What follows belongs to an exercise in optimizing a design on an open flow for small area; a production flow would make more cautious choices. Where RTL was checked, it was by simulation tests only, not by an equivalence proof against the original. Only the layout flow was run in run 1; the RTL was not checked for function there.

$ cat design/flow/run.sh
#!/bin/bash
# synth_recipe.tcl (not shown) runs the flow's synth.tcl, then flattens the netlist and writes it again
# the make line also repeats each setting of config.mk as NAME=value (left out here)
make -C /OpenROAD-flow-scripts/flow DESIGN_CONFIG=/design/flow/config.mk WORK_HOME=/design/flow/orfs CLKGATE_MAP_FILE= SYNTH_SCRIPT=/design/flow/synth_recipe.tcl finish
$ cat design/flow/config.mk
export PLATFORM = sky130hd
export DESIGN_NAME = Cordic
export DESIGN_NICKNAME = Cordic
export VERILOG_FILES = /design/flow/design.v
export SDC_FILE = /design/flow/constraint.sdc
export NUM_CORES = 4
export LEC_CHECK = 0
export CAP_MARGIN = 20
export CORE_MARGIN = 2
export CORE_UTILIZATION = 60
export CTS_BUF_LIST = sky130_fd_sc_hd__clkbuf_8
export CTS_CLUSTER_DIAMETER = 100
export CTS_CLUSTER_SIZE = 18
export GPL_TIMING_DRIVEN = 0
export PLACE_DENSITY = 0.75
export SLEW_MARGIN = 20
$ cat design/flow/constraint.sdc
create_clock -name core_clock -period 3.2 [get_ports {clk}]
set_input_delay 0.6400 -clock core_clock [delete_from_list [all_inputs] [get_ports {clk}]]
set_output_delay 0.6400 -clock core_clock [all_outputs]
set_load 0.01 [all_outputs]
$ cat design/flow/design.v
module CordicMachine #(parameter N = 4, parameter FIRST = 0) (
	input [N-1:0] a,
	input [N-1:0] b,
	input ci,
	output [N-1:0] s,
	output co
);
	wire [N:0] c;
	wire [N-1:0] ls;
	assign c[0] = FIRST ? ci : 1'b0;
	genvar j;
	generate for (j = 0; j < N; j = j + 1) begin : bit_
		assign ls[j] = a[j] ^ b[j] ^ c[j];
		assign c[j+1] = (a[j] & b[j]) | (c[j] & (a[j] ^ b[j]));
	end endgenerate
	generate if (FIRST) begin : rip
		assign s = ls;
		assign co = c[N];
	end else begin : inc
		wire [N:0] p;   
		assign p[0] = 1'b1;
		for (j = 0; j < N; j = j + 1) begin : pre
			assign p[j+1] = p[j] & ls[j];
			assign s[j] = ls[j] ^ (ci & p[j]);
		end
		assign co = c[N] | (ci & p[N]);
	end endgenerate
endmodule
module Cordic(
	input clk,
	input [12:0] x_0,
	input [12:0] y_0,
	input [12:0] z_0,
	output [12:0] x_N,
	output [12:0] y_N,
	output [12:0] z_N
);
	wire [12:0] xs0 = x_0, ys0 = y_0;
	wire [12:0] zs0 = z_0;
	wire d0 = zs0[12];   
	wire signed [12:0] xss0 = xs0, yss0 = ys0;
	wire [12:0] xsh0 = xss0 >>> 0, ysh0 = yss0 >>> 0;
	wire [12:0] bx0 = ysh0 ^ {13{~d0}}, by0 = xsh0 ^ {13{d0}};
	wire [12:0] xn0, yn0;
	wire cx0_3;
	CordicMachine #(.N(3), .FIRST(1)) ax0_0 (.a(xs0[2:0]), .b(bx0[2:0]), .ci(~d0), .s(xn0[2:0]), .co(cx0_3));
	wire cx0_6;
	CordicMachine #(.N(3), .FIRST(0)) ax0_1 (.a(xs0[5:3]), .b(bx0[5:3]), .ci(cx0_3), .s(xn0[5:3]), .co(cx0_6));
	wire cx0_9;
	CordicMachine #(.N(3), .FIRST(0)) ax0_2 (.a(xs0[8:6]), .b(bx0[8:6]), .ci(cx0_6), .s(xn0[8:6]), .co(cx0_9));
	wire cx0_13;
	CordicMachine #(.N(4), .FIRST(0)) ax0_3 (.a(xs0[12:9]), .b(bx0[12:9]), .ci(cx0_9), .s(xn0[12:9]), .co(cx0_13));
	wire cy0_3;
	CordicMachine #(.N(3), .FIRST(1)) ay0_0 (.a(ys0[2:0]), .b(by0[2:0]), .ci(d0), .s(yn0[2:0]), .co(cy0_3));
	wire cy0_6;
	CordicMachine #(.N(3), .FIRST(0)) ay0_1 (.a(ys0[5:3]), .b(by0[5:3]), .ci(cy0_3), .s(yn0[5:3]), .co(cy0_6));
	wire cy0_9;
	CordicMachine #(.N(3), .FIRST(0)) ay0_2 (.a(ys0[8:6]), .b(by0[8:6]), .ci(cy0_6), .s(yn0[8:6]), .co(cy0_9));
	wire cy0_13;
	CordicMachine #(.N(4), .FIRST(0)) ay0_3 (.a(ys0[12:9]), .b(by0[12:9]), .ci(cy0_9), .s(yn0[12:9]), .co(cy0_13));
	wire [12:0] zf0 = d0 ? zs0 + 13'd2880 : zs0 - 13'd2880;
	reg [12:0] xr1; reg [12:1] yr1; reg [12:0] zr1;
	always @(posedge clk) begin xr1 <= xn0; yr1 <= yn0[12:1]; zr1 <= zf0[12:0]; end
	wire [12:0] xs1 = xr1, ys1 = {yr1, xr1[0]};   
	wire [12:0] zs1 = zr1;
	wire d1 = zs1[12];   
	wire signed [12:0] xss1 = xs1, yss1 = ys1;
	wire [12:0] xsh1 = xss1 >>> 1, ysh1 = yss1 >>> 1;
	wire [12:0] bx1 = ysh1 ^ {13{~d1}}, by1 = xsh1 ^ {13{d1}};
	wire [12:0] xn1, yn1;
	wire cx1_4;
	CordicMachine #(.N(4), .FIRST(1)) ax1_0 (.a(xs1[3:0]), .b(bx1[3:0]), .ci(~d1), .s(xn1[3:0]), .co(cx1_4));
	wire cx1_8;
	CordicMachine #(.N(4), .FIRST(0)) ax1_1 (.a(xs1[7:4]), .b(bx1[7:4]), .ci(cx1_4), .s(xn1[7:4]), .co(cx1_8));
	wire cx1_13;
	CordicMachine #(.N(5), .FIRST(0)) ax1_2 (.a(xs1[12:8]), .b(bx1[12:8]), .ci(cx1_8), .s(xn1[12:8]), .co(cx1_13));
	wire cy1_4;
	CordicMachine #(.N(4), .FIRST(1)) ay1_0 (.a(ys1[3:0]), .b(by1[3:0]), .ci(d1), .s(yn1[3:0]), .co(cy1_4));
	wire cy1_8;
	CordicMachine #(.N(4), .FIRST(0)) ay1_1 (.a(ys1[7:4]), .b(by1[7:4]), .ci(cy1_4), .s(yn1[7:4]), .co(cy1_8));
	wire cy1_13;
	CordicMachine #(.N(5), .FIRST(0)) ay1_2 (.a(ys1[12:8]), .b(by1[12:8]), .ci(cy1_8), .s(yn1[12:8]), .co(cy1_13));
	wire [12:0] zf1 = d1 ? zs1 + 13'd1700 : zs1 - 13'd1700;
	reg [12:0] xr2, yr2; reg [11:0] zr2;
	always @(posedge clk) begin xr2 <= xn1; yr2 <= yn1; zr2 <= zf1[11:0]; end
	wire [12:0] xs2 = xr2, ys2 = yr2;
	wire [11:0] zs2 = zr2;
	wire d2 = zs2[11];   
	wire signed [12:0] xss2 = xs2, yss2 = ys2;
	wire [12:0] xsh2 = xss2 >>> 2, ysh2 = yss2 >>> 2;
	wire [12:0] bx2 = ysh2 ^ {13{~d2}}, by2 = xsh2 ^ {13{d2}};
	wire [12:0] xn2, yn2;
	wire cx2_4;
	CordicMachine #(.N(4), .FIRST(1)) ax2_0 (.a(xs2[3:0]), .b(bx2[3:0]), .ci(~d2), .s(xn2[3:0]), .co(cx2_4));
	wire cx2_8;
	CordicMachine #(.N(4), .FIRST(0)) ax2_1 (.a(xs2[7:4]), .b(bx2[7:4]), .ci(cx2_4), .s(xn2[7:4]), .co(cx2_8));
	wire cx2_13;
	CordicMachine #(.N(5), .FIRST(0)) ax2_2 (.a(xs2[12:8]), .b(bx2[12:8]), .ci(cx2_8), .s(xn2[12:8]), .co(cx2_13));
	wire cy2_4;
	CordicMachine #(.N(4), .FIRST(1)) ay2_0 (.a(ys2[3:0]), .b(by2[3:0]), .ci(d2), .s(yn2[3:0]), .co(cy2_4));
	wire cy2_8;
	CordicMachine #(.N(4), .FIRST(0)) ay2_1 (.a(ys2[7:4]), .b(by2[7:4]), .ci(cy2_4), .s(yn2[7:4]), .co(cy2_8));
	wire cy2_13;
	CordicMachine #(.N(5), .FIRST(0)) ay2_2 (.a(ys2[12:8]), .b(by2[12:8]), .ci(cy2_8), .s(yn2[12:8]), .co(cy2_13));
	wire [11:0] zf2 = d2 ? zs2 + 12'd898 : zs2 - 12'd898;
	reg [12:0] xr3, yr3; reg [10:0] zr3;
	always @(posedge clk) begin xr3 <= xn2; yr3 <= yn2; zr3 <= zf2[10:0]; end
	wire [12:0] xs3 = xr3, ys3 = yr3;
	wire [10:0] zs3 = zr3;
	wire d3 = zs3[10];   
	wire signed [12:0] xss3 = xs3, yss3 = ys3;
	wire [12:0] xsh3 = xss3 >>> 3, ysh3 = yss3 >>> 3;
	wire [12:0] bx3 = ysh3 ^ {13{~d3}}, by3 = xsh3 ^ {13{d3}};
	wire [12:0] xn3, yn3;
	wire cx3_4;
	CordicMachine #(.N(4), .FIRST(1)) ax3_0 (.a(xs3[3:0]), .b(bx3[3:0]), .ci(~d3), .s(xn3[3:0]), .co(cx3_4));
	wire cx3_8;
	CordicMachine #(.N(4), .FIRST(0)) ax3_1 (.a(xs3[7:4]), .b(bx3[7:4]), .ci(cx3_4), .s(xn3[7:4]), .co(cx3_8));
	wire cx3_13;
	CordicMachine #(.N(5), .FIRST(0)) ax3_2 (.a(xs3[12:8]), .b(bx3[12:8]), .ci(cx3_8), .s(xn3[12:8]), .co(cx3_13));
	wire cy3_4;
	CordicMachine #(.N(4), .FIRST(1)) ay3_0 (.a(ys3[3:0]), .b(by3[3:0]), .ci(d3), .s(yn3[3:0]), .co(cy3_4));
	wire cy3_8;
	CordicMachine #(.N(4), .FIRST(0)) ay3_1 (.a(ys3[7:4]), .b(by3[7:4]), .ci(cy3_4), .s(yn3[7:4]), .co(cy3_8));
	wire cy3_13;
	CordicMachine #(.N(5), .FIRST(0)) ay3_2 (.a(ys3[12:8]), .b(by3[12:8]), .ci(cy3_8), .s(yn3[12:8]), .co(cy3_13));
	wire [10:0] zf3 = d3 ? zs3 + 11'd456 : zs3 - 11'd456;
	reg [12:0] xr4, yr4; reg [9:0] zr4;
	always @(posedge clk) begin xr4 <= xn3; yr4 <= yn3; zr4 <= zf3[9:0]; end
	wire [12:0] xs4 = xr4, ys4 = yr4;
	wire [9:0] zs4 = zr4;
	wire d4 = zs4[9];   
	wire signed [12:0] xss4 = xs4, yss4 = ys4;
	wire [12:0] xsh4 = xss4 >>> 4, ysh4 = yss4 >>> 4;
	wire [12:0] bx4 = ysh4 ^ {13{~d4}}, by4 = xsh4 ^ {13{d4}};
	wire [12:0] xn4, yn4;
	wire cx4_4;
	CordicMachine #(.N(4), .FIRST(1)) ax4_0 (.a(xs4[3:0]), .b(bx4[3:0]), .ci(~d4), .s(xn4[3:0]), .co(cx4_4));
	wire cx4_8;
	CordicMachine #(.N(4), .FIRST(0)) ax4_1 (.a(xs4[7:4]), .b(bx4[7:4]), .ci(cx4_4), .s(xn4[7:4]), .co(cx4_8));
	wire cx4_13;
	CordicMachine #(.N(5), .FIRST(0)) ax4_2 (.a(xs4[12:8]), .b(bx4[12:8]), .ci(cx4_8), .s(xn4[12:8]), .co(cx4_13));
	wire cy4_4;
	CordicMachine #(.N(4), .FIRST(1)) ay4_0 (.a(ys4[3:0]), .b(by4[3:0]), .ci(d4), .s(yn4[3:0]), .co(cy4_4));
	wire cy4_8;
	CordicMachine #(.N(4), .FIRST(0)) ay4_1 (.a(ys4[7:4]), .b(by4[7:4]), .ci(cy4_4), .s(yn4[7:4]), .co(cy4_8));
	wire cy4_13;
	CordicMachine #(.N(5), .FIRST(0)) ay4_2 (.a(ys4[12:8]), .b(by4[12:8]), .ci(cy4_8), .s(yn4[12:8]), .co(cy4_13));
	wire [9:0] zf4 = d4 ? zs4 + 10'd228 : zs4 - 10'd228;
	reg [12:0] xr5, yr5; reg [8:0] zr5;
	always @(posedge clk) begin xr5 <= xn4; yr5 <= yn4; zr5 <= zf4[8:0]; end
	wire [12:0] xs5 = xr5, ys5 = yr5;
	wire [8:0] zs5 = zr5;
	wire d5 = zs5[8];   
	wire signed [12:0] xss5 = xs5, yss5 = ys5;
	wire [12:0] xsh5 = xss5 >>> 5, ysh5 = yss5 >>> 5;
	wire [12:0] bx5 = ysh5 ^ {13{~d5}}, by5 = xsh5 ^ {13{d5}};
	wire [12:0] xn5, yn5;
	wire cx5_4;
	CordicMachine #(.N(4), .FIRST(1)) ax5_0 (.a(xs5[3:0]), .b(bx5[3:0]), .ci(~d5), .s(xn5[3:0]), .co(cx5_4));
	wire cx5_8;
	CordicMachine #(.N(4), .FIRST(0)) ax5_1 (.a(xs5[7:4]), .b(bx5[7:4]), .ci(cx5_4), .s(xn5[7:4]), .co(cx5_8));
	wire cx5_13;
	CordicMachine #(.N(5), .FIRST(0)) ax5_2 (.a(xs5[12:8]), .b(bx5[12:8]), .ci(cx5_8), .s(xn5[12:8]), .co(cx5_13));
	wire cy5_4;
	CordicMachine #(.N(4), .FIRST(1)) ay5_0 (.a(ys5[3:0]), .b(by5[3:0]), .ci(d5), .s(yn5[3:0]), .co(cy5_4));
	wire cy5_8;
	CordicMachine #(.N(4), .FIRST(0)) ay5_1 (.a(ys5[7:4]), .b(by5[7:4]), .ci(cy5_4), .s(yn5[7:4]), .co(cy5_8));
	wire cy5_13;
	CordicMachine #(.N(5), .FIRST(0)) ay5_2 (.a(ys5[12:8]), .b(by5[12:8]), .ci(cy5_8), .s(yn5[12:8]), .co(cy5_13));
	wire [8:0] zf5 = d5 ? zs5 + 9'd114 : zs5 - 9'd114;
	reg [12:0] xr6, yr6; reg [7:0] zr6;
	always @(posedge clk) begin xr6 <= xn5; yr6 <= yn5; zr6 <= zf5[7:0]; end
	wire [12:0] xs6 = xr6, ys6 = yr6;
	wire [7:0] zs6 = zr6;
	wire d6 = zs6[7];   
	wire signed [12:0] xss6 = xs6, yss6 = ys6;
	wire [12:0] xsh6 = xss6 >>> 6, ysh6 = yss6 >>> 6;
	wire [12:0] bx6 = ysh6 ^ {13{~d6}}, by6 = xsh6 ^ {13{d6}};
	wire [12:0] xn6, yn6;
	wire cx6_4;
	CordicMachine #(.N(4), .FIRST(1)) ax6_0 (.a(xs6[3:0]), .b(bx6[3:0]), .ci(~d6), .s(xn6[3:0]), .co(cx6_4));
	wire cx6_8;
	CordicMachine #(.N(4), .FIRST(0)) ax6_1 (.a(xs6[7:4]), .b(bx6[7:4]), .ci(cx6_4), .s(xn6[7:4]), .co(cx6_8));
	wire cx6_13;
	CordicMachine #(.N(5), .FIRST(0)) ax6_2 (.a(xs6[12:8]), .b(bx6[12:8]), .ci(cx6_8), .s(xn6[12:8]), .co(cx6_13));
	wire cy6_4;
	CordicMachine #(.N(4), .FIRST(1)) ay6_0 (.a(ys6[3:0]), .b(by6[3:0]), .ci(d6), .s(yn6[3:0]), .co(cy6_4));
	wire cy6_8;
	CordicMachine #(.N(4), .FIRST(0)) ay6_1 (.a(ys6[7:4]), .b(by6[7:4]), .ci(cy6_4), .s(yn6[7:4]), .co(cy6_8));
	wire cy6_13;
	CordicMachine #(.N(5), .FIRST(0)) ay6_2 (.a(ys6[12:8]), .b(by6[12:8]), .ci(cy6_8), .s(yn6[12:8]), .co(cy6_13));
	wire [7:0] zf6 = d6 ? zs6 + 8'd57 : zs6 - 8'd57;
	reg [12:0] xr7, yr7; reg [6:0] zr7;
	always @(posedge clk) begin xr7 <= xn6; yr7 <= yn6; zr7 <= zf6[6:0]; end
	wire [12:0] xs7 = xr7, ys7 = yr7;
	wire [6:0] zs7 = zr7;
	wire d7 = zs7[6];   
	wire signed [12:0] xss7 = xs7, yss7 = ys7;
	wire [12:0] xsh7 = xss7 >>> 7, ysh7 = yss7 >>> 7;
	wire [12:0] bx7 = ysh7 ^ {13{~d7}}, by7 = xsh7 ^ {13{d7}};
	wire [12:0] xn7, yn7;
	wire cx7_4;
	CordicMachine #(.N(4), .FIRST(1)) ax7_0 (.a(xs7[3:0]), .b(bx7[3:0]), .ci(~d7), .s(xn7[3:0]), .co(cx7_4));
	wire cx7_8;
	CordicMachine #(.N(4), .FIRST(0)) ax7_1 (.a(xs7[7:4]), .b(bx7[7:4]), .ci(cx7_4), .s(xn7[7:4]), .co(cx7_8));
	wire cx7_13;
	CordicMachine #(.N(5), .FIRST(0)) ax7_2 (.a(xs7[12:8]), .b(bx7[12:8]), .ci(cx7_8), .s(xn7[12:8]), .co(cx7_13));
	wire cy7_4;
	CordicMachine #(.N(4), .FIRST(1)) ay7_0 (.a(ys7[3:0]), .b(by7[3:0]), .ci(d7), .s(yn7[3:0]), .co(cy7_4));
	wire cy7_8;
	CordicMachine #(.N(4), .FIRST(0)) ay7_1 (.a(ys7[7:4]), .b(by7[7:4]), .ci(cy7_4), .s(yn7[7:4]), .co(cy7_8));
	wire cy7_13;
	CordicMachine #(.N(5), .FIRST(0)) ay7_2 (.a(ys7[12:8]), .b(by7[12:8]), .ci(cy7_8), .s(yn7[12:8]), .co(cy7_13));
	wire [6:0] zf7 = d7 ? zs7 + 7'd28 : zs7 - 7'd28;
	reg [12:0] xr8, yr8; reg [5:0] zr8;
	always @(posedge clk) begin xr8 <= xn7; yr8 <= yn7; zr8 <= zf7[5:0]; end
	wire [12:0] xs8 = xr8, ys8 = yr8;
	wire [5:0] zs8 = zr8;
	wire d8 = zs8[5];   
	wire signed [12:0] xss8 = xs8, yss8 = ys8;
	wire [12:0] xsh8 = xss8 >>> 8, ysh8 = yss8 >>> 8;
	wire [12:0] bx8 = ysh8 ^ {13{~d8}}, by8 = xsh8 ^ {13{d8}};
	wire [12:0] xn8, yn8;
	wire cx8_4;
	CordicMachine #(.N(4), .FIRST(1)) ax8_0 (.a(xs8[3:0]), .b(bx8[3:0]), .ci(~d8), .s(xn8[3:0]), .co(cx8_4));
	wire cx8_8;
	CordicMachine #(.N(4), .FIRST(0)) ax8_1 (.a(xs8[7:4]), .b(bx8[7:4]), .ci(cx8_4), .s(xn8[7:4]), .co(cx8_8));
	wire cx8_13;
	CordicMachine #(.N(5), .FIRST(0)) ax8_2 (.a(xs8[12:8]), .b(bx8[12:8]), .ci(cx8_8), .s(xn8[12:8]), .co(cx8_13));
	wire cy8_4;
	CordicMachine #(.N(4), .FIRST(1)) ay8_0 (.a(ys8[3:0]), .b(by8[3:0]), .ci(d8), .s(yn8[3:0]), .co(cy8_4));
	wire cy8_8;
	CordicMachine #(.N(4), .FIRST(0)) ay8_1 (.a(ys8[7:4]), .b(by8[7:4]), .ci(cy8_4), .s(yn8[7:4]), .co(cy8_8));
	wire cy8_13;
	CordicMachine #(.N(5), .FIRST(0)) ay8_2 (.a(ys8[12:8]), .b(by8[12:8]), .ci(cy8_8), .s(yn8[12:8]), .co(cy8_13));
	wire [5:0] zf8 = d8 ? zs8 + 6'd14 : zs8 - 6'd14;
	reg [12:0] xr9, yr9; reg [4:0] zr9;
	always @(posedge clk) begin xr9 <= xn8; yr9 <= yn8; zr9 <= zf8[4:0]; end
	wire [12:0] xs9 = xr9, ys9 = yr9;
	wire [4:0] zs9 = zr9;
	wire d9 = zs9[4];   
	wire signed [12:0] xss9 = xs9, yss9 = ys9;
	wire [12:0] xsh9 = xss9 >>> 9, ysh9 = yss9 >>> 9;
	wire [12:0] bx9 = ysh9 ^ {13{~d9}}, by9 = xsh9 ^ {13{d9}};
	wire [12:0] xn9, yn9;
	wire cx9_4;
	CordicMachine #(.N(4), .FIRST(1)) ax9_0 (.a(xs9[3:0]), .b(bx9[3:0]), .ci(~d9), .s(xn9[3:0]), .co(cx9_4));
	wire cx9_8;
	CordicMachine #(.N(4), .FIRST(0)) ax9_1 (.a(xs9[7:4]), .b(bx9[7:4]), .ci(cx9_4), .s(xn9[7:4]), .co(cx9_8));
	wire cx9_13;
	CordicMachine #(.N(5), .FIRST(0)) ax9_2 (.a(xs9[12:8]), .b(bx9[12:8]), .ci(cx9_8), .s(xn9[12:8]), .co(cx9_13));
	wire cy9_4;
	CordicMachine #(.N(4), .FIRST(1)) ay9_0 (.a(ys9[3:0]), .b(by9[3:0]), .ci(d9), .s(yn9[3:0]), .co(cy9_4));
	wire cy9_8;
	CordicMachine #(.N(4), .FIRST(0)) ay9_1 (.a(ys9[7:4]), .b(by9[7:4]), .ci(cy9_4), .s(yn9[7:4]), .co(cy9_8));
	wire cy9_13;
	CordicMachine #(.N(5), .FIRST(0)) ay9_2 (.a(ys9[12:8]), .b(by9[12:8]), .ci(cy9_8), .s(yn9[12:8]), .co(cy9_13));
	wire [4:0] zf9 = d9 ? zs9 + 5'd7 : zs9 - 5'd7;
	reg [12:0] xr10, yr10; reg [3:0] zr10;
	always @(posedge clk) begin xr10 <= xn9; yr10 <= yn9; zr10 <= zf9[3:0]; end
	wire [12:0] xs10 = xr10, ys10 = yr10;
	wire [3:0] zs10 = zr10;
	assign x_N = xs10;
	assign y_N = ys10;
	assign z_N = {{9{zs10[3]}}, zs10};
endmodule
==> impl_metrics.py, run 1 <==
metrics = {
    "clock_tree": {
        "clkSlewWorstSetupHoldPaths_ns": 0.10,
        "cts_hold_buffers": 0,
        "cts-root-buf": "clkbuf_8",
        "cts_max_level": 1,
        "clock_path_buffers": 3,
        "cts_buffers": 23,
        "cts_tree": "done",
        "clock_sinks": 344,
        "clkLatencyLatePin_ns": 0.57,
    },
    "finish": {
        "fill_cells": 2110,
        "fin_area_um2": 21600,
        "area_growth_pct": 16.7,
        "multiInputGateArea_um2": 10900,
        "num_antenna_cells": 0,
        "fin_nets": 2139,
        "drive_above_1_share": 0.182,
        "final_cells": 2176,
        "register_area_um2": 6920,
    },
    "global_routing": {
        "grt_pass1_vias": 11100,
        "grt_max_degree": 19,
        "grtUsageTotal": 0.176,
        "grt_pass1_wl_um": 46900,
        "globalRouteOverflowTotal": 0,
        "antenna_found_initial": 0,
    },
    "floorplan": {
        "ios": 79,
        "fp.dieH_um": 180,
        "coreArea_um2": 30400,
        "start_util": 0.607,
        "die-area_um2": 32200,
        "fp-row-count": 64,
        "die_w_um": 180,
    },
    "sta": {
        "setup_tns_ns": 0,
        "fin_crit_ns": 3.12,
        "setup_viol": 0,
        "finalHoldViolCount": 0,
        "rsz0062_at_grt": "yes",
        "relSlewSlack": 0.554,
        "fmax_ghz": 0.320,
        "maxSlewViolCount": 0,
        "period_share": 0.976,
        "worst_slew_pin_slew_ns": 0.667,
        "fin_skew_ns": 0.0251,
        "whs_ns": 0.335,
    },
    "drt": {
        "drtPass1Iterations": 4,
        "drc_errors": 0,
        "wl_per_cell_um": 13.1,
        "wirelength_um": 28500,
        "antenna_left": 0,
        "via_count": 10600,
        "vias_per_cell": 4.86,
        "drt_iter0_drc": 205,
    },
    "critical_path": {
        "critPathArrivalTime_ns": 3.60,
        "r2r_cells": 12,
        "crit_fanout": 10,
        "critPathLaunchType": "flip-flop",
        "startpoint": "zr5[8]",
        "endpoint_kind": "flip-flop",
        "path_class": "reg2reg",
        "worstPathRequired_ns": 3.67,
        "r2r_slack_ns": 0.08,
        "r2r_start": "zr5[8]",
    },
    "placed_design": {
        "io_buffers": 78,
        "placedCellCount": 2049,
        "dp_hpwl_um": 22100,
        "placed_area_um2": 19900,
        "routabilityCongestion": 0.811,
    },
    "synthesis": {
        "synth.area.top_cells": "dfxtp_1 (37%), fa_1 (20%), xnor2_1 (9.8%), ha_1 (8.9%), xor2_1 (8.6%)",
        "synthAdderAreaFrac": 0.292,
        "synth_edf_count": 0,
        "netlist_instances": 1575,
        "synth.distinct_cells": 40,
        "synthSimpleGateAreaFrac": 0.0411,
        "avgSynthCellArea_um2": 11.7,
        "synth_warnings": 1,
        "yosysTopAreaCell": "dfxtp_1",
        "netlist.area_leader.share": 0.373,
        "ys_seq_area_frac": 0.373,
        "muxShareOfSynthArea": 0.00542,
        "async_flop_share": 0,
        "synthesis.nets": 1934,
        "syn_area_um2": 18500,
        "synth_top_family_by_area": "adder cells",
        "synth-seq-cells": 344,
        "yosys.area_share.xor_xnor": 0.188,
        "synth-compound-area-share": 0.0412,
        "synthFlopType": "dfxtp_1",
    },
    "hold_path": {
        "hold_depth": 0,
        "hp-class": "reg2reg",
        "worstHoldStart": "zr3[1]",
    },
    "run_status": {
        "status": "complete, no violations",
    },
    "job": {
        "cap_violations": 0,
    },
}
## worst max-delay path, stage by stage, from the launching register on
cell,delay (ns)
dfxtp_4,0.36
buf_8,0.15
buf_12,0.15
xnor2_1,0.14
ha_2,0.19
fa_2,0.38
fa_1,0.39
inv_1,0.09
fa_1,0.45
o21ai_2,0.21
nand4_1,0.14
or2_4,0.26
xnor2_2,0.12
## per-stage QoR
stage	util	setup WS [ns]
detailed placement	0.652	-0.948
finish	0.709	0.0752
global placement	0.652	-0.898
CTS	0.689	0.00351
floorplan	-	-0.0206
global route	0.709	-0.0560
## placed cells by master (no fill, tap or decap), types with 8 or more instances in the layout
cell type,instances
a21o_1,18
a21oi_1,40
buf_12,10
buf_4,112
clkbuf_8,23
clkdlybuf4s50_1,77
dfxtp_1,334
dfxtp_4,8
fa_1,120
fa_2,68
ha_1,118
ha_2,12
inv_1,232
inv_2,8
mux2i_1,10
nand3_1,43
nand4_1,20
nand4b_1,18
nor2_1,17
o21ai_2,20
o21bai_1,12
or2_2,8
or2_4,10
xnor2_1,201
xnor2_2,9
xor2_1,174
## layer usage
| layer | vias to the layer above | global-route usage | routed length, um |
|---|---|---|---|
| li1 | 5301 | - | - |
| met1 | 5094 | 0.147 | 8990 |
| met2 | 130 | 0.399 | 17900 |
| met3 | 56 | 0.0227 | 752 |
| met4 | 0 | 0.0553 | 856 |
| met5 | - | 0 | 0 |
## logic make-up (layout without fill, tap and decap cells)
| logic type | count (synthesis) | in the layout |
|---|---|---|
| AND/OR/NAND/NOR | 130 | 130 |
| flip-flops | 344 | 344 |
| XOR/XNOR | 393 | 393 |
| AO/OA/AOI/OAI | 106 | 106 |
| buffers and inverters | 273 | 478 |
| multiplexers | 10 | 10 |
| adder cells (fa/ha/maj) | 319 | 319 |
## repair_timing
action	CTS	global route
setup endpoints to repair	67	27
setup buffers	56	48
resized for setup	110	76
pin swaps	59	63
gates cloned	0	1
hold endpoints to repair	0	0
## cell usage after synthesis (17+ instances only)
library cell and number:
fa_1 188, nand4_1 20, or2_2 18, nand4b_1 18, dfxtp_1 344, ha_1 131
a21oi_1 40, xnor2_1 207, buf_2 17, a21o_1 18, o21ai_2 19, inv_1 242
xor2_1 182, nand3_1 43, nor2_1 17
## path summary, 6_finish.rpt
| path | to |
|---|---|
| hold / removal | zr4[1] |
| setup reg to reg | xr6[12] |
| setup / recovery | xr6[12] |
| hold reg to reg | zr4[1] |
## layout make-up
cell class	count	area share
tap	396	0.0230
timing repair buffer	183	0.0743
clock buffer	23	0.0147
inverter	242	0.0424
sequential	344	0.321
clock inverter	2	0.00110
multi-input combinational	958	0.506
buffer	28	0.0174
==> inputs of run 2 (changes only) <==
--- a/design/flow/design.v
+++ b/design/flow/design.v
@@ -60,7 +60,15 @@
 	CordicMachine #(.N(4), .FIRST(0)) ay0_3 (.a(ys0[12:9]), .b(by0[12:9]), .ci(cy0_9), .s(yn0[12:9]), .co(cy0_13));
-	wire [12:0] zf0 = d0 ? zs0 + 13'd2880 : zs0 - 13'd2880;
+	wire [12:0] zf0;
+	wire [12:0] za0 = {~d0, d0, ~d0, d0, d0, ~d0, 1'b1, 1'b0, 1'b0, 1'b0, 1'b0, 1'b0, 1'b0};   
+	assign zf0[5:0] = zs0[5:0];
+	wire cz0_11;
+	CordicMachine #(.N(5), .FIRST(1)) az0_0 (.a(zs0[10:6]), .b(za0[10:6]), .ci(1'b0), .s(zf0[10:6]), .co(cz0_11));
+	wire cz0_13;
+	CordicMachine #(.N(2), .FIRST(0)) az0_1 (.a(zs0[12:11]), .b(za0[12:11]), .ci(cz0_11), .s(zf0[12:11]), .co(cz0_13));
+	localparam [12:0] IM1 = 13'd4, JM1 = 13'd4;   
+	localparam [12:0] KM1 = 13'd1600;
 	reg [12:0] xr1; reg [12:1] yr1; reg [12:0] zr1;
-	always @(posedge clk) begin xr1 <= xn0; yr1 <= yn0[12:1]; zr1 <= zf0[12:0]; end
-	wire [12:0] xs1 = xr1, ys1 = {yr1, xr1[0]};   
-	wire [12:0] zs1 = zr1;
+	always @(posedge clk) begin xr1 <= xn0 ^ IM1; yr1 <= yn0[12:1] ^ JM1[12:1]; zr1 <= zf0[12:0] ^ KM1; end
+	wire [12:0] xs1 = xr1 ^ IM1, ys1 = {yr1 ^ JM1[12:1], xs1[0]};   
+	wire [12:0] zs1 = zr1 ^ KM1;
 	wire d1 = zs1[12];   
@@ -82,7 +90,15 @@
 	CordicMachine #(.N(5), .FIRST(0)) ay1_2 (.a(ys1[12:8]), .b(by1[12:8]), .ci(cy1_8), .s(yn1[12:8]), .co(cy1_13));
-	wire [12:0] zf1 = d1 ? zs1 + 13'd1700 : zs1 - 13'd1700;
+	wire [11:0] zf1;
+	wire [11:0] za1 = {~d1, d1, d1, ~d1, d1, ~d1, d1, ~d1, ~d1, 1'b1, 1'b0, 1'b0};   
+	assign zf1[1:0] = zs1[1:0];
+	wire cz1_7;
+	CordicMachine #(.N(5), .FIRST(1)) az1_0 (.a(zs1[6:2]), .b(za1[6:2]), .ci(1'b0), .s(zf1[6:2]), .co(cz1_7));
+	wire cz1_12;
+	CordicMachine #(.N(5), .FIRST(0)) az1_1 (.a(zs1[11:7]), .b(za1[11:7]), .ci(cz1_7), .s(zf1[11:7]), .co(cz1_12));
+	localparam [12:0] IM2 = 13'd12, JM2 = 13'd12;   
+	localparam [11:0] KM2 = 12'd20;
 	reg [12:0] xr2, yr2; reg [11:0] zr2;
-	always @(posedge clk) begin xr2 <= xn1; yr2 <= yn1; zr2 <= zf1[11:0]; end
-	wire [12:0] xs2 = xr2, ys2 = yr2;
-	wire [11:0] zs2 = zr2;
+	always @(posedge clk) begin xr2 <= xn1 ^ IM2; yr2 <= yn1 ^ JM2; zr2 <= zf1[11:0] ^ KM2; end
+	wire [12:0] xs2 = xr2 ^ IM2, ys2 = yr2 ^ JM2;
+	wire [11:0] zs2 = zr2 ^ KM2;
 	wire d2 = zs2[11];   
@@ -104,7 +120,15 @@
 	CordicMachine #(.N(5), .FIRST(0)) ay2_2 (.a(ys2[12:8]), .b(by2[12:8]), .ci(cy2_8), .s(yn2[12:8]), .co(cy2_13));
-	wire [11:0] zf2 = d2 ? zs2 + 12'd898 : zs2 - 12'd898;
+	wire [10:0] zf2;
+	wire [10:0] za2 = {~d2, d2, d2, d2, ~d2, ~d2, ~d2, ~d2, ~d2, 1'b1, 1'b0};   
+	assign zf2[0:0] = zs2[0:0];
+	wire cz2_6;
+	CordicMachine #(.N(5), .FIRST(1)) az2_0 (.a(zs2[5:1]), .b(za2[5:1]), .ci(1'b0), .s(zf2[5:1]), .co(cz2_6));
+	wire cz2_11;
+	CordicMachine #(.N(5), .FIRST(0)) az2_1 (.a(zs2[10:6]), .b(za2[10:6]), .ci(cz2_6), .s(zf2[10:6]), .co(cz2_11));
+	localparam [12:0] IM3 = 13'd12, JM3 = 13'd12;   
+	localparam [10:0] KM3 = 11'd56;
 	reg [12:0] xr3, yr3; reg [10:0] zr3;
-	always @(posedge clk) begin xr3 <= xn2; yr3 <= yn2; zr3 <= zf2[10:0]; end
-	wire [12:0] xs3 = xr3, ys3 = yr3;
-	wire [10:0] zs3 = zr3;
+	always @(posedge clk) begin xr3 <= xn2 ^ IM3; yr3 <= yn2 ^ JM3; zr3 <= zf2[10:0] ^ KM3; end
+	wire [12:0] xs3 = xr3 ^ IM3, ys3 = yr3 ^ JM3;
+	wire [10:0] zs3 = zr3 ^ KM3;
 	wire d3 = zs3[10];   
@@ -126,7 +150,15 @@
 	CordicMachine #(.N(5), .FIRST(0)) ay3_2 (.a(ys3[12:8]), .b(by3[12:8]), .ci(cy3_8), .s(yn3[12:8]), .co(cy3_13));
-	wire [10:0] zf3 = d3 ? zs3 + 11'd456 : zs3 - 11'd456;
+	wire [9:0] zf3;
+	wire [9:0] za3 = {~d3, d3, d3, d3, ~d3, ~d3, 1'b1, 1'b0, 1'b0, 1'b0};   
+	assign zf3[2:0] = zs3[2:0];
+	wire cz3_8;
+	CordicMachine #(.N(5), .FIRST(1)) az3_0 (.a(zs3[7:3]), .b(za3[7:3]), .ci(1'b0), .s(zf3[7:3]), .co(cz3_8));
+	wire cz3_10;
+	CordicMachine #(.N(2), .FIRST(0)) az3_1 (.a(zs3[9:8]), .b(za3[9:8]), .ci(cz3_8), .s(zf3[9:8]), .co(cz3_10));
+	localparam [12:0] IM4 = 13'd12, JM4 = 13'd12;   
+	localparam [9:0] KM4 = 10'd16;
 	reg [12:0] xr4, yr4; reg [9:0] zr4;
-	always @(posedge clk) begin xr4 <= xn3; yr4 <= yn3; zr4 <= zf3[9:0]; end
-	wire [12:0] xs4 = xr4, ys4 = yr4;
-	wire [9:0] zs4 = zr4;
+	always @(posedge clk) begin xr4 <= xn3 ^ IM4; yr4 <= yn3 ^ JM4; zr4 <= zf3[9:0] ^ KM4; end
+	wire [12:0] xs4 = xr4 ^ IM4, ys4 = yr4 ^ JM4;
+	wire [9:0] zs4 = zr4 ^ KM4;
 	wire d4 = zs4[9];   
@@ -148,7 +180,15 @@
 	CordicMachine #(.N(5), .FIRST(0)) ay4_2 (.a(ys4[12:8]), .b(by4[12:8]), .ci(cy4_8), .s(yn4[12:8]), .co(cy4_13));
-	wire [9:0] zf4 = d4 ? zs4 + 10'd228 : zs4 - 10'd228;
+	wire [8:0] zf4;
+	wire [8:0] za4 = {~d4, d4, d4, d4, ~d4, ~d4, 1'b1, 1'b0, 1'b0};   
+	assign zf4[1:0] = zs4[1:0];
+	wire cz4_7;
+	CordicMachine #(.N(5), .FIRST(1)) az4_0 (.a(zs4[6:2]), .b(za4[6:2]), .ci(1'b0), .s(zf4[6:2]), .co(cz4_7));
+	wire cz4_9;
+	CordicMachine #(.N(2), .FIRST(0)) az4_1 (.a(zs4[8:7]), .b(za4[8:7]), .ci(cz4_7), .s(zf4[8:7]), .co(cz4_9));
+	localparam [12:0] IM5 = 13'd12, JM5 = 13'd12;   
+	localparam [8:0] KM5 = 9'd0;
 	reg [12:0] xr5, yr5; reg [8:0] zr5;
-	always @(posedge clk) begin xr5 <= xn4; yr5 <= yn4; zr5 <= zf4[8:0]; end
-	wire [12:0] xs5 = xr5, ys5 = yr5;
-	wire [8:0] zs5 = zr5;
+	always @(posedge clk) begin xr5 <= xn4 ^ IM5; yr5 <= yn4 ^ JM5; zr5 <= zf4[8:0] ^ KM5; end
+	wire [12:0] xs5 = xr5 ^ IM5, ys5 = yr5 ^ JM5;
+	wire [8:0] zs5 = zr5 ^ KM5;
 	wire d5 = zs5[8];   
@@ -170,7 +210,15 @@
 	CordicMachine #(.N(5), .FIRST(0)) ay5_2 (.a(ys5[12:8]), .b(by5[12:8]), .ci(cy5_8), .s(yn5[12:8]), .co(cy5_13));
-	wire [8:0] zf5 = d5 ? zs5 + 9'd114 : zs5 - 9'd114;
+	wire [7:0] zf5;
+	wire [7:0] za5 = {~d5, d5, d5, d5, ~d5, ~d5, 1'b1, 1'b0};   
+	assign zf5[0:0] = zs5[0:0];
+	wire cz5_6;
+	CordicMachine #(.N(5), .FIRST(1)) az5_0 (.a(zs5[5:1]), .b(za5[5:1]), .ci(1'b0), .s(zf5[5:1]), .co(cz5_6));
+	wire cz5_8;
+	CordicMachine #(.N(2), .FIRST(0)) az5_1 (.a(zs5[7:6]), .b(za5[7:6]), .ci(cz5_6), .s(zf5[7:6]), .co(cz5_8));
+	localparam [12:0] IM6 = 13'd12, JM6 = 13'd12;   
+	localparam [7:0] KM6 = 8'd0;
 	reg [12:0] xr6, yr6; reg [7:0] zr6;
-	always @(posedge clk) begin xr6 <= xn5; yr6 <= yn5; zr6 <= zf5[7:0]; end
-	wire [12:0] xs6 = xr6, ys6 = yr6;
-	wire [7:0] zs6 = zr6;
+	always @(posedge clk) begin xr6 <= xn5 ^ IM6; yr6 <= yn5 ^ JM6; zr6 <= zf5[7:0] ^ KM6; end
+	wire [12:0] xs6 = xr6 ^ IM6, ys6 = yr6 ^ JM6;
+	wire [7:0] zs6 = zr6 ^ KM6;
 	wire d6 = zs6[7];   
@@ -192,7 +240,14 @@
 	CordicMachine #(.N(5), .FIRST(0)) ay6_2 (.a(ys6[12:8]), .b(by6[12:8]), .ci(cy6_8), .s(yn6[12:8]), .co(cy6_13));
-	wire [7:0] zf6 = d6 ? zs6 + 8'd57 : zs6 - 8'd57;
+	wire [6:0] zf6;
+	wire [6:0] za6 = {~d6, d6, d6, d6, ~d6, ~d6, 1'b1};   
+	wire cz6_5;
+	CordicMachine #(.N(5), .FIRST(1)) az6_0 (.a(zs6[4:0]), .b(za6[4:0]), .ci(1'b0), .s(zf6[4:0]), .co(cz6_5));
+	wire cz6_7;
+	CordicMachine #(.N(2), .FIRST(0)) az6_1 (.a(zs6[6:5]), .b(za6[6:5]), .ci(cz6_5), .s(zf6[6:5]), .co(cz6_7));
+	localparam [12:0] IM7 = 13'd12, JM7 = 13'd12;   
+	localparam [6:0] KM7 = 7'd4;
 	reg [12:0] xr7, yr7; reg [6:0] zr7;
-	always @(posedge clk) begin xr7 <= xn6; yr7 <= yn6; zr7 <= zf6[6:0]; end
-	wire [12:0] xs7 = xr7, ys7 = yr7;
-	wire [6:0] zs7 = zr7;
+	always @(posedge clk) begin xr7 <= xn6 ^ IM7; yr7 <= yn6 ^ JM7; zr7 <= zf6[6:0] ^ KM7; end
+	wire [12:0] xs7 = xr7 ^ IM7, ys7 = yr7 ^ JM7;
+	wire [6:0] zs7 = zr7 ^ KM7;
 	wire d7 = zs7[6];   
@@ -214,7 +269,13 @@
 	CordicMachine #(.N(5), .FIRST(0)) ay7_2 (.a(ys7[12:8]), .b(by7[12:8]), .ci(cy7_8), .s(yn7[12:8]), .co(cy7_13));
-	wire [6:0] zf7 = d7 ? zs7 + 7'd28 : zs7 - 7'd28;
+	wire [5:0] zf7;
+	wire [5:0] za7 = {~d7, d7, d7, 1'b1, 1'b0, 1'b0};   
+	assign zf7[1:0] = zs7[1:0];
+	wire cz7_6;
+	CordicMachine #(.N(4), .FIRST(1)) az7_0 (.a(zs7[5:2]), .b(za7[5:2]), .ci(1'b0), .s(zf7[5:2]), .co(cz7_6));
+	localparam [12:0] IM8 = 13'd12, JM8 = 13'd12;   
+	localparam [5:0] KM8 = 6'd4;
 	reg [12:0] xr8, yr8; reg [5:0] zr8;
-	always @(posedge clk) begin xr8 <= xn7; yr8 <= yn7; zr8 <= zf7[5:0]; end
-	wire [12:0] xs8 = xr8, ys8 = yr8;
-	wire [5:0] zs8 = zr8;
+	always @(posedge clk) begin xr8 <= xn7 ^ IM8; yr8 <= yn7 ^ JM8; zr8 <= zf7[5:0] ^ KM8; end
+	wire [12:0] xs8 = xr8 ^ IM8, ys8 = yr8 ^ JM8;
+	wire [5:0] zs8 = zr8 ^ KM8;
 	wire d8 = zs8[5];   
@@ -236,7 +297,13 @@
 	CordicMachine #(.N(5), .FIRST(0)) ay8_2 (.a(ys8[12:8]), .b(by8[12:8]), .ci(cy8_8), .s(yn8[12:8]), .co(cy8_13));
-	wire [5:0] zf8 = d8 ? zs8 + 6'd14 : zs8 - 6'd14;
+	wire [4:0] zf8;
+	wire [4:0] za8 = {~d8, d8, d8, 1'b1, 1'b0};   
+	assign zf8[0:0] = zs8[0:0];
+	wire cz8_5;
+	CordicMachine #(.N(4), .FIRST(1)) az8_0 (.a(zs8[4:1]), .b(za8[4:1]), .ci(1'b0), .s(zf8[4:1]), .co(cz8_5));
+	localparam [12:0] IM9 = 13'd12, JM9 = 13'd12;   
+	localparam [4:0] KM9 = 5'd2;
 	reg [12:0] xr9, yr9; reg [4:0] zr9;
-	always @(posedge clk) begin xr9 <= xn8; yr9 <= yn8; zr9 <= zf8[4:0]; end
-	wire [12:0] xs9 = xr9, ys9 = yr9;
-	wire [4:0] zs9 = zr9;
+	always @(posedge clk) begin xr9 <= xn8 ^ IM9; yr9 <= yn8 ^ JM9; zr9 <= zf8[4:0] ^ KM9; end
+	wire [12:0] xs9 = xr9 ^ IM9, ys9 = yr9 ^ JM9;
+	wire [4:0] zs9 = zr9 ^ KM9;
 	wire d9 = zs9[4];   
@@ -258,7 +325,12 @@
 	CordicMachine #(.N(5), .FIRST(0)) ay9_2 (.a(ys9[12:8]), .b(by9[12:8]), .ci(cy9_8), .s(yn9[12:8]), .co(cy9_13));
-	wire [4:0] zf9 = d9 ? zs9 + 5'd7 : zs9 - 5'd7;
+	wire [3:0] zf9;
+	wire [3:0] za9 = {~d9, d9, d9, 1'b1};   
+	wire cz9_4;
+	CordicMachine #(.N(4), .FIRST(1)) az9_0 (.a(zs9[3:0]), .b(za9[3:0]), .ci(1'b0), .s(zf9[3:0]), .co(cz9_4));
+	localparam [12:0] IM10 = 13'd0, JM10 = 13'd0;   
+	localparam [3:0] KM10 = 4'd0;
 	reg [12:0] xr10, yr10; reg [3:0] zr10;
-	always @(posedge clk) begin xr10 <= xn9; yr10 <= yn9; zr10 <= zf9[3:0]; end
-	wire [12:0] xs10 = xr10, ys10 = yr10;
-	wire [3:0] zs10 = zr10;
+	always @(posedge clk) begin xr10 <= xn9 ^ IM10; yr10 <= yn9 ^ JM10; zr10 <= zf9[3:0] ^ KM10; end
+	wire [12:0] xs10 = xr10 ^ IM10, ys10 = yr10 ^ JM10;
+	wire [3:0] zs10 = zr10 ^ KM10;
 	assign x_N = xs10;
==> design/flow/flow/run.sh (new file) <==
#!/bin/bash
# Standard layout, but the port buffers that placement inserts use the smallest buffer cell.
set -euo pipefail
export BUFFER_PORTS_ARGS="-buffer_cell sky130_fd_sc_hd__buf_1"
bash standard.sh > standard.log 2>&1
==> design/flow/standard.sh (new file) <==
#!/bin/bash
# synth_recipe.tcl (not shown) runs the flow's synth.tcl, then flattens the netlist and writes it again
# the make line also repeats each setting of config.mk as NAME=value (left out here)
make -C /OpenROAD-flow-scripts/flow DESIGN_CONFIG=/design/flow/config.mk WORK_HOME=/design/flow/orfs CLKGATE_MAP_FILE= SYNTH_SCRIPT=/design/flow/synth_recipe.tcl "${@:-finish}"
--- a/design/flow/config.mk
+++ b/design/flow/config.mk
@@ -9,3 +9,3 @@
 export CORE_MARGIN = 2
-export CORE_UTILIZATION = 60
+export CORE_UTILIZATION = 40
 export CTS_BUF_LIST = sky130_fd_sc_hd__clkbuf_8
@@ -14,3 +14,2 @@
 export GPL_TIMING_DRIVEN = 0
-export PLACE_DENSITY = 0.75
 export SLEW_MARGIN = 20
removed: design/flow/run.sh
==> run 2 against run 1 <==
Effect of this change: still clean; non-clock buffer count fell by 102; maximum frequency rose by 2.8%; worst setup slack improved by 0.085 ns; routed wire length fell by 10%; sequential cell count did not move; critical endpoint is now xr10[9]; largest cell class unchanged; highest routed layer unchanged.
==> impl_metrics.py, run 2 <==
metrics = {
    "finish": {
        "area_growth_pct": 9.71,
        "drive_above_1_share": 0.0810,
        "layout_commonest_cell": "dfxtp_1",
        "fin_nets": 1836,
        "final_cell_mix": "dfxtp_1 (335), fa_1 (217), xnor2_1 (191)",
    },
    "sta": {
        "worst_slew_pin_slew_ns": 0.933,
        "fin_crit_ns": 3.04,
        "relSlewSlack": 0.376,
        "fmax_ghz": 0.329,
        "setup_viol": 0,
        "maxSlewViolCount": 0,
        "fin_skew_ns": 0.0293,
        "finalWorstSetupSlack_ns": 0.161,
        "period_share": 0.950,
        "whs_ns": 0.148,
        "finalHoldViolCount": 0,
    },
    "floorplan": {
        "fp-row-count": 76,
        "coreArea_um2": 43200,
        "die-area_um2": 45500,
        "ios": 79,
        "fp.dieH_um": 213,
        "start_util": 0.406,
        "die_w_um": 213,
    },
    "clock_tree": {
        "cts_hold_buffers": 0,
        "clkSlewWorstSetupHoldPaths_ns": 0.10,
        "cts_buffers": 23,
        "cts-root-buf": "clkbuf_8",
        "clock_sinks": 344,
        "clkLatencyLatePin_ns": 0.59,
        "clock_path_buffers": 3,
        "cts_tree": "done",
        "cts_max_level": 1,
    },
    "critical_path": {
        "r2r_cells": 11,
        "r2r_start": "zr9[4]",
        "critPathArrivalTime_ns": 3.56,
        "r2r_slack_ns": 0.16,
        "r2r_end": "xr10[9]",
        "endpoint_kind": "flip-flop",
        "critPathCapture": "xr10[9]",
        "critPathLaunchType": "flip-flop",
        "worstPathRequired_ns": 3.72,
        "startpoint": "zr9[4]",
        "crit_fanout": 9,
        "path_class": "reg2reg",
    },
    "drt": {
        "drtPass1Iterations": 4,
        "via_count": 8950,
        "antenna_left": 0,
        "drt_iter0_drc": 210,
        "wirelength_um": 25700,
        "vias_per_cell": 4.33,
        "drc_errors": 0,
        "wl_per_cell_um": 12.4,
    },
    "global_routing": {
        "antenna_found_initial": 1,
        "met1_usage": 0.133,
        "grt_pass1_vias": 9977,
        "grt_max_degree": 19,
        "grt_pass1_wl_um": 45800,
        "grt_busiest_layer": "met2",
        "globalRouteOverflowTotal": 0,
        "grt_util_met2": 0.254,
        "grtUsageMet3": 0.0182,
        "grtUsageTotal": 0.126,
    },
    "synthesis": {
        "synth_common_cells": "dfxtp_1 (344), fa_1 (219), xnor2_1 (191), xor2_1 (166), inv_1 (128)",
        "synth-seq-cells": 344,
        "synth_edf_count": 0,
        "synthesis.nets": 1731,
        "synth.distinct_cells": 27,
        "synth_warnings": 1,
        "ys_seq_area_frac": 0.393,
        "netlist.area_leader.share": 0.393,
        "avgSynthCellArea_um2": 12.7,
        "async_flop_share": 0,
        "synthFlopType": "dfxtp_1",
        "yosysMostFrequentCell": "dfxtp_1",
        "yosysTopAreaCell": "dfxtp_1",
        "syn_area_um2": 17500,
        "netlist_instances": 1376,
        "synth.area.top_cells": "dfxtp_1 (39%), fa_1 (25%), xnor2_1 (9.6%), xor2_1 (8.3%), ha_1 (6.9%)",
    },
    "placed_design": {
        "dp_hpwl_um": 21700,
        "routabilityCongestion": 0.763,
        "place_ws_ns": -0.475,
        "io_buffers": 78,
    },
    "job": {
        "cap_violations": 0,
    },
    "run_status": {
        "status": "complete, no violations",
    },
    "hold_path": {
        "hp-class": "in2reg",
    },
}
[run 2: metrics by stage]
stage	cell area, um^2	setup TNS, ns	instances	utilization
finish	19200	0	2067	0.445
global route	19200	-0.0155	2067	0.445
global placement	18600	-26.31	2039	0.430
detailed placement	18600	-28.67	2039	0.430
CTS	19100	0	2065	0.442
floorplan	17500	0	1376	-
[run 2: layout make-up]
| cell class | count | area (um^2) |
|---|---|---|
| clock inverters | 2 | 20.0 |
| diodes | 1 | 2.50 |
| plain buffers | 28 | 283 |
| fillers | 4047 | 24000 |
| repair buffers | 81 | 315 |
| well taps | 585 | 732 |
| flip-flops and latches | 344 | 6920 |
| clock buffers | 23 | 317 |
| inverters | 138 | 523 |
| multi-input cells | 865 | 10100 |
[run 2: logic make-up (layout without fill, tap and decap cells)]
family          count (synthesis)  in the layout  synth area share
flops                         344            344             0.393
compound gates                 35             35            0.0106
xor+xnor                      367            367             0.190
buf+inv                       167            272            0.0397
simple gates                  140            140            0.0428
fa+ha+maj                     315            315             0.319
mux                             8              8           0.00507
other cells                     0              1                 0
[run 2: worst max-delay path: stages, from the launching register on]
cell,delay (ns)
dfxtp_4,0.40
buf_12,0.16
xor2_4,0.20
inv_4,0.10
ha_1,0.23
fa_1,0.42
fa_1,0.41
inv_1,0.08
fa_1,0.45
o21ai_2,0.21
ha_1,0.19
xor2_1,0.13
[run 2: routing by layer]
metal,share of wire,vias to the layer above
met4,0.020,0
met3,0.029,32
met5,0,-
met2,0.56,72
li1,-,4479
met1,0.39,4367
[run 2: worst min path at each step]
stage                      start     end  slack, ns  cells after the start
after floorplan           zr1[0]  zr2[0]       0.31                      0
after global placement    zr7[0]  zr8[0]       0.31                      0
after detailed placement  zr5[0]  zr6[0]       0.31                      0
after CTS                 z_0[4]  zr1[4]       0.09                      1
after global routing      z_0[5]  zr1[5]       0.10                      1
final                     z_0[4]  zr1[4]       0.15                      1
[run 2: repair_timing]
item / in CTS / in global routing
setup buffers: 1 / 2
gates resized for setup: 52 / 35
pin swaps: 2 / 14
endpoints found under the setup margin: 91 / 80
endpoints found under the hold margin: 0 / 0
==> inputs of run 3 (changes only) <==
==> design/flow/flow/run.sh (replaced) <==
#!/bin/bash
# Standard layout, except: the port buffers that placement inserts use the smallest
# buffer cell, and the buffers synthesis left in the netlist are removed before global
# placement (placement's repair then buffers only where it needs to).
set -euo pipefail
export BUFFER_PORTS_ARGS="-buffer_cell sky130_fd_sc_hd__buf_1"
export PRE_GLOBAL_PLACE_TCL="$PWD/flow/rmbuf.tcl"
bash standard.sh > standard.log 2>&1
==> design/flow/flow/rmbuf.tcl (new file) <==
remove_buffers
--- a/design/flow/config.mk
+++ b/design/flow/config.mk
@@ -9,3 +9,3 @@
 export CORE_MARGIN = 2
-export CORE_UTILIZATION = 40
+export CORE_UTILIZATION = 60
 export CTS_BUF_LIST = sky130_fd_sc_hd__clkbuf_8
@@ -14,2 +14,3 @@
 export GPL_TIMING_DRIVEN = 0
+export PLACE_DENSITY = 0.75
 export SLEW_MARGIN = 20
==> run 3 against run 2 <==
Effect of this change: clock skew rose by 0.0064 ns; first-iteration DRC count rose by 18%; critical path depth fell by 1; register-to-register slack got worse by 0.02 ns; maximum frequency fell by 0.75%; still clean on timing, DRC and antenna; via count rose by 0.84%; worst hold slack got worse by 0.0019 ns.
==> impl_metrics.py, run 3 <==
metrics = {
    "run_status": {
        "status": "complete, no violations",
    },
    "hold_path": {
        "hold_end": "zr1[3]",
        "worstHoldStart": "z_0[3]",
        "hp-class": "in2reg",
        "hold_depth": 1,
    },
    "critical_path": {
        "r2r_slack_ns": 0.14,
        "r2r_cells": 10,
        "worstPathRequired_ns": 3.66,
        "cp_top_family": "adder cells",
        "critPathLaunchType": "flip-flop",
        "r2r_end": "yr8[12]",
        "r2r_start": "zr7[6]",
        "critPathArrivalTime_ns": 3.52,
        "crit_chain": "buf_4, xor2_1, ha_1, fa_1, fa_1, inv_1, fa_1, o21ai_2, nand3_1, xnor2_1",
        "path_class": "reg2reg",
        "critPathMostFrequentCell": "fa_1",
        "endpoint_kind": "flip-flop",
        "worst_path_max_delay_cell": "fa_1",
        "critPathBufInv": 2,
        "max_stage_delay_ns": 0.46,
        "crit_fanout": 9,
    },
    "drt": {
        "drtPass1Iterations": 4,
        "wl_per_cell_um": 13.4,
        "wirelength_um": 24900,
        "drt_iter0_drc": 248,
        "via_count": 9025,
        "antenna_left": 0,
        "vias_per_cell": 4.87,
        "drc_errors": 0,
    },
    "synthesis": {
        "synth.area.top_cells": "dfxtp_1 (39%), fa_1 (25%), xnor2_1 (9.6%), xor2_1 (8.3%), ha_1 (6.9%)",
        "yosysTopAreaCell": "dfxtp_1",
        "synthAdderAreaFrac": 0.319,
        "yosysMostFrequentCell": "dfxtp_1",
        "ys_seq_area_frac": 0.393,
        "synthesis.nets": 1731,
        "synth_top_family_by_area": "adder cells",
        "syn_area_um2": 17500,
        "netlist_instances": 1376,
        "synth.distinct_cells": 27,
        "muxShareOfSynthArea": 0.00507,
        "synth_warnings": 1,
        "netlist.area_leader.share": 0.393,
        "synth_edf_count": 0,
        "avgSynthCellArea_um2": 12.7,
        "async_flop_share": 0,
        "synth-seq-cells": 344,
        "synthFlopType": "dfxtp_1",
        "synthSimpleGateAreaFrac": 0.0428,
        "yosys.area_share.xor_xnor": 0.190,
        "synth-compound-area-share": 0.0106,
        "synth_common_cells": "dfxtp_1 (344), fa_1 (219), xnor2_1 (191), xor2_1 (166), inv_1 (128)",
    },
    "floorplan": {
        "fp.dieH_um": 175,
        "die_w_um": 175,
        "start_util": 0.610,
        "fp-row-count": 62,
        "coreArea_um2": 28700,
        "ios": 79,
        "die-area_um2": 30600,
    },
    "clock_tree": {
        "cts-root-buf": "clkbuf_8",
        "cts_tree": "done",
        "clock_sinks": 344,
        "cts_buffers": 23,
        "cts_max_level": 1,
        "cts_hold_buffers": 0,
        "clock_path_buffers": 3,
        "clkSlewWorstSetupHoldPaths_ns": 0.10,
        "clkLatencyLatePin_ns": 0.59,
    },
    "sta": {
        "rsz0062_at_grt": "yes",
        "whs_ns": 0.146,
        "worst_slew_pin_slew_ns": 0.755,
        "setup_viol": 0,
        "fin_skew_ns": 0.0357,
        "period_share": 0.957,
        "fin_crit_ns": 3.06,
        "finalHoldViolCount": 0,
        "maxSlewViolCount": 0,
        "relSlewSlack": 0.495,
        "fmax_ghz": 0.327,
    },
    "global_routing": {
        "grt_pass1_wl_um": 44200,
        "globalRouteOverflowTotal": 0,
        "grtUsageTotal": 0.177,
        "grt_pass1_vias": 10000,
        "antenna_found_initial": 0,
        "grt_max_degree": 27,
    },
    "placed_design": {
        "dp_hpwl_um": 20300,
        "io_buffers": 78,
        "placedCellCount": 1810,
        "placed_area_um2": 18100,
        "routabilityCongestion": 0.802,
    },
    "finish": {
        "area_growth_pct": 7.52,
        "final_cells": 1855,
        "fin_area_um2": 18800,
        "drive_above_1_share": 0.0673,
        "final_core_util": 0.656,
        "fin_nets": 1826,
        "final_cell_mix": "dfxtp_1 (335), fa_1 (218), xnor2_1 (191)",
        "register_area_um2": 6920,
        "multiInputGateArea_um2": 10000,
        "num_antenna_cells": 0,
        "fill_cells": 2151,
        "layout_commonest_cell": "dfxtp_1",
    },
    "job": {
        "cap_violations": 0,
    },
}
run 3: cell types whose count changed in the layout (fill, tap and decap cells not counted), moves of 2 or more:
| cell | before | now |
|---|---|---|
| o21ai_2 | 16 | 8 |
| ha_2 | 3 | 1 |
| o21ai_1 | 12 | 22 |
| buf_6 | 10 | 0 |
| ha_1 | 93 | 95 |
| buf_2 | 3 | 1 |
| buf_12 | 1 | 3 |
| o21ai_4 | 3 | 1 |
run 3: what timing repair did:
action,CTS,global route
buffers inserted,5,15
pin swaps,0,7
gates resized for setup,21,16
setup endpoints to repair,94,79
run 3: through the flow:
stage	TNS [ns]	setup slack, ns
5_1_grt	-0.00830	-0.00830
4_1_cts	0	0.00538
2_1_floorplan	0	0.00654
6_report	0	0.138
3_5_place_dp	-27.95	-0.853
3_3_place_gp	-70.11	-0.894
run 3: cell families after synthesis:
kind of cell / after synthesis
and+or+nand+nor: 140
adders and majority gates: 315
muxes: 8
xor gates and xnor gates: 367
AOI/OAI and AO/OA: 35
buffers and inverters: 167
DFF: 344
run 3: metal layers:
| metal | vias up | track usage | share of wire |
|---|---|---|---|
| li1 | 4464 | - | - |
| met1 | 4407 | 0.176 | 0.35 |
| met2 | 102 | 0.368 | 0.58 |
| met3 | 52 | 0.0218 | 0.026 |
| met4 | 0 | 0.0622 | 0.039 |
| met5 | - | 0 | 0 |
run 3: worst max-delay path by stage:
stage,from,end,slack [ns],cells after the start
global route,zr9[4],xr10[9],-0.008,10
CTS,zr9[4],xr10[9],0.005,10
floorplan,zr9[4],yr10[9],0.007,10
global placement,z_0[12],xr1[12],-0.89,9
finish,zr7[6],yr8[12],0.14,10
detailed placement,zr8[5],xr9[9],-0.85,10
run 3: area by class of cell:
cell class,count,area share
clock inverters,2,0.00146
repair buffers,99,0.0276
multi-input cells,865,0.533
inverters,138,0.0279
clock buffers,23,0.0168
flip-flops and latches,344,0.367
well taps,384,0.0255
==> inputs of run 4 (changes only) <==
--- a/design/flow/config.mk
+++ b/design/flow/config.mk
@@ -9,3 +9,3 @@
 export CORE_MARGIN = 2
-export CORE_UTILIZATION = 60
+export CORE_UTILIZATION = 50
 export CTS_BUF_LIST = sky130_fd_sc_hd__clkbuf_8
@@ -14,3 +14,3 @@
 export GPL_TIMING_DRIVEN = 0
-export PLACE_DENSITY = 0.75
+export PLACE_DENSITY = 0.65
 export SLEW_MARGIN = 20
==> run 4 against run 3 <==
Effect of this change: still clean; maximum frequency rose by 1.3%; register-to-register slack improved by 0.04 ns; sequential cell count did not move; worst hold slack got worse by 0.011 ns; critical path depth fell by 1; non-clock buffer count rose by 2; area after synthesis did not move; highest routed layer unchanged.
==> impl_metrics.py, run 4 <==
metrics = {
    "finish": {
        "register_area_um2": 6920,
        "area_growth_pct": 7.96,
        "layout_commonest_cell": "dfxtp_1",
        "drive_above_1_share": 0.0692,
        "multiInputGateArea_um2": 10000,
        "fin_nets": 1828,
        "fin_area_um2": 18900,
        "fill_cells": 3028,
        "final_cell_mix": "dfxtp_1 (334), fa_1 (219), xnor2_1 (191)",
        "num_antenna_cells": 0,
    },
    "global_routing": {
        "grt_pass1_wl_um": 44100,
        "grtUsageTotal": 0.149,
        "globalRouteOverflowTotal": 0,
        "grt_max_degree": 27,
        "antenna_found_initial": 0,
        "grt_pass1_vias": 9836,
    },
    "drt": {
        "drc_errors": 0,
        "wirelength_um": 25200,
        "vias_per_cell": 4.65,
        "via_count": 8969,
        "antenna_left": 0,
        "drtPass1Iterations": 6,
        "wl_per_cell_um": 13.1,
        "drt_iter0_drc": 206,
    },
    "synthesis": {
        "async_flop_share": 0,
        "avgSynthCellArea_um2": 12.7,
        "ys_seq_area_frac": 0.393,
        "netlist_instances": 1376,
        "synth_edf_count": 0,
        "yosysMostFrequentCell": "dfxtp_1",
        "synth.distinct_cells": 27,
        "netlist.area_leader.share": 0.393,
        "synth-seq-cells": 344,
        "synthesis.nets": 1731,
        "synth.area.top_cells": "dfxtp_1 (39%), fa_1 (25%), xnor2_1 (9.6%), xor2_1 (8.3%), ha_1 (6.9%)",
        "syn_area_um2": 17500,
        "yosysTopAreaCell": "dfxtp_1",
        "synth_common_cells": "dfxtp_1 (344), fa_1 (219), xnor2_1 (191), xor2_1 (166), inv_1 (128)",
        "synth_warnings": 1,
        "synthFlopType": "dfxtp_1",
    },
    "floorplan": {
        "coreArea_um2": 34500,
        "die_w_um": 191,
        "die-area_um2": 36500,
        "ios": 79,
        "start_util": 0.507,
        "fp.dieH_um": 191,
        "fp-row-count": 68,
    },
    "critical_path": {
        "critPathArrivalTime_ns": 3.50,
        "worstPathRequired_ns": 3.67,
        "critPathLaunchType": "flip-flop",
        "worst_path_max_delay_cell": "fa_1",
        "endpoint_kind": "flip-flop",
        "max_stage_delay_ns": 0.55,
        "critPathMostFrequentCell": "fa_1",
        "crit_fanout": 15,
        "path_class": "reg2reg",
        "crit_chain": "buf_12, xor2_4, inv_2, ha_1, fa_1, fa_1, fa_1, nand3_1, xnor2_1",
    },
    "clock_tree": {
        "clock_path_buffers": 3,
        "clkSlewWorstSetupHoldPaths_ns": 0.11,
        "clkLatencyLatePin_ns": 0.59,
        "cts_tree": "done",
        "clock_sinks": 344,
        "cts_hold_buffers": 0,
        "cts_buffers": 23,
        "cts_max_level": 1,
        "cts-root-buf": "clkbuf_8",
    },
    "sta": {
        "maxSlewViolCount": 0,
        "fin_skew_ns": 0.0295,
        "finalHoldViolCount": 0,
        "fin_crit_ns": 3.02,
        "fmax_ghz": 0.331,
        "setup_viol": 0,
        "finalWorstSetupSlack_ns": 0.177,
        "period_share": 0.945,
        "rsz0062_at_grt": "yes",
        "worst_slew_pin_slew_ns": 0.777,
        "relSlewSlack": 0.481,
    },
    "placed_design": {
        "routabilityCongestion": 0.788,
        "dp_hpwl_um": 20400,
        "io_buffers": 78,
        "placed_area_um2": 18200,
        "place_ws_ns": -0.881,
    },
    "job": {
        "cap_violations": 0,
    },
    "run_status": {
        "status": "complete, no violations",
    },
    "hold_path": {
        "hp-class": "in2reg",
    },
}
==> run 4: critical path, delay by kind of cell (launching register included) <==
family	cells	cell delay, ns
buffers and inverters	2	0.29
DFF	1	0.52
xor gates and xnor gates	2	0.36
adders and majority gates	4	1.63
and+or+nand+nor	1	0.09
==> run 4: through the flow <==
step	util	std cells	hold slack (ns)	TNS [ns]
final	0.547	1928	0.136	0
after global routing	0.547	1928	0.0918	-0.0707
after CTS	0.541	1911	0.0991	0
after detailed placement	0.528	1881	0.312	-24.01
after global placement	0.527	1880	0.311	-73.99
after floorplan	-	1376	0.310	0
==> run 4: layout make-up <==
type	count	share of cell area
clock buffer	23	0.0167
clock inverter	2	0.00146
inverter	138	0.0275
multi-input combinational	865	0.530
sequential	344	0.366
tap	455	0.0301
timing repair buffer	101	0.0279
==> run 4: per-layer routing <==
metal | GRT usage | wire (um) | vias up
li1 | - | - | 4468
met1 | 0.147 | 9130 | 4348
met2 | 0.308 | 14400 | 95
met3 | 0.0198 | 667 | 58
met4 | 0.0577 | 1000 | 0
met5 | 0 | 0 | -
==> run 4: kinds of logic (layout without fill, tap and decap cells) <==
group                    after synthesis  after routing  share of synthesized area
flip-flops                           344            344                      0.393
buffers and inverters                167            264                     0.0397
XOR/XNOR                             367            367                      0.190
multiplexers                           8              8                    0.00507
adder cells (fa/ha/maj)              315            315                      0.319
AO/OA/AOI/OAI                         35             35                     0.0106
AND/OR/NAND/NOR                      140            140                     0.0428
==> run 4: timing repair <==
item	CTS	global route
setup buffers	5	17
resized for setup	21	11
endpoints found under the setup margin	86	57
pin swaps	0	3
==> run 4: path summary, 6_finish.rpt <==
path	start	slack [ns]	cells past startpoint	end
min reg2reg	zr4[0]	0.34	0	zr5[0]
max	zr6[7]	0.18	9	xr7[12]
max reg2reg	zr6[7]	0.18	9	xr7[12]
min	z_0[5]	0.14	1	zr1[5]

separate check: timing with driven ports:
Ports are ideal in the flow. The routed layouts listed here were re-timed in OpenROAD.
Step 1: set_driving_cell puts a clkbuf_16 on clk and a buf_2 on each other input, an assumption about the parent block.
Step 2, shift: input delay + t, output delay - t, t = (earliest + latest rising clock arrival at the registers) / 2. This alone moves slack from input paths to output paths.
Three values: ideal, step 1, step 2; two values: the first two.
| run | shift t [ns] | setup slack, ns | pins driven straight from the clock port |
|---|---|---|---|
| run 1 | 0.613 | 0.075 / 0.075 / -0.153 | 1 |
| run 2 | 0.625 | 0.161 / 0.161 / -0.370 | 1 |
| run 3 | 0.610 | 0.138 / 0.138 / -0.240 | 1 |
| run 4 | 0.617 | 0.177 / 0.177 / -0.251 | 1 |
With both steps, setup timing fails in every run listed, where it was met with ideal ports. For run 2, which loses most, drivers alone change the setup slack by 0.000 ns; drivers and shift together by -0.531 ns.
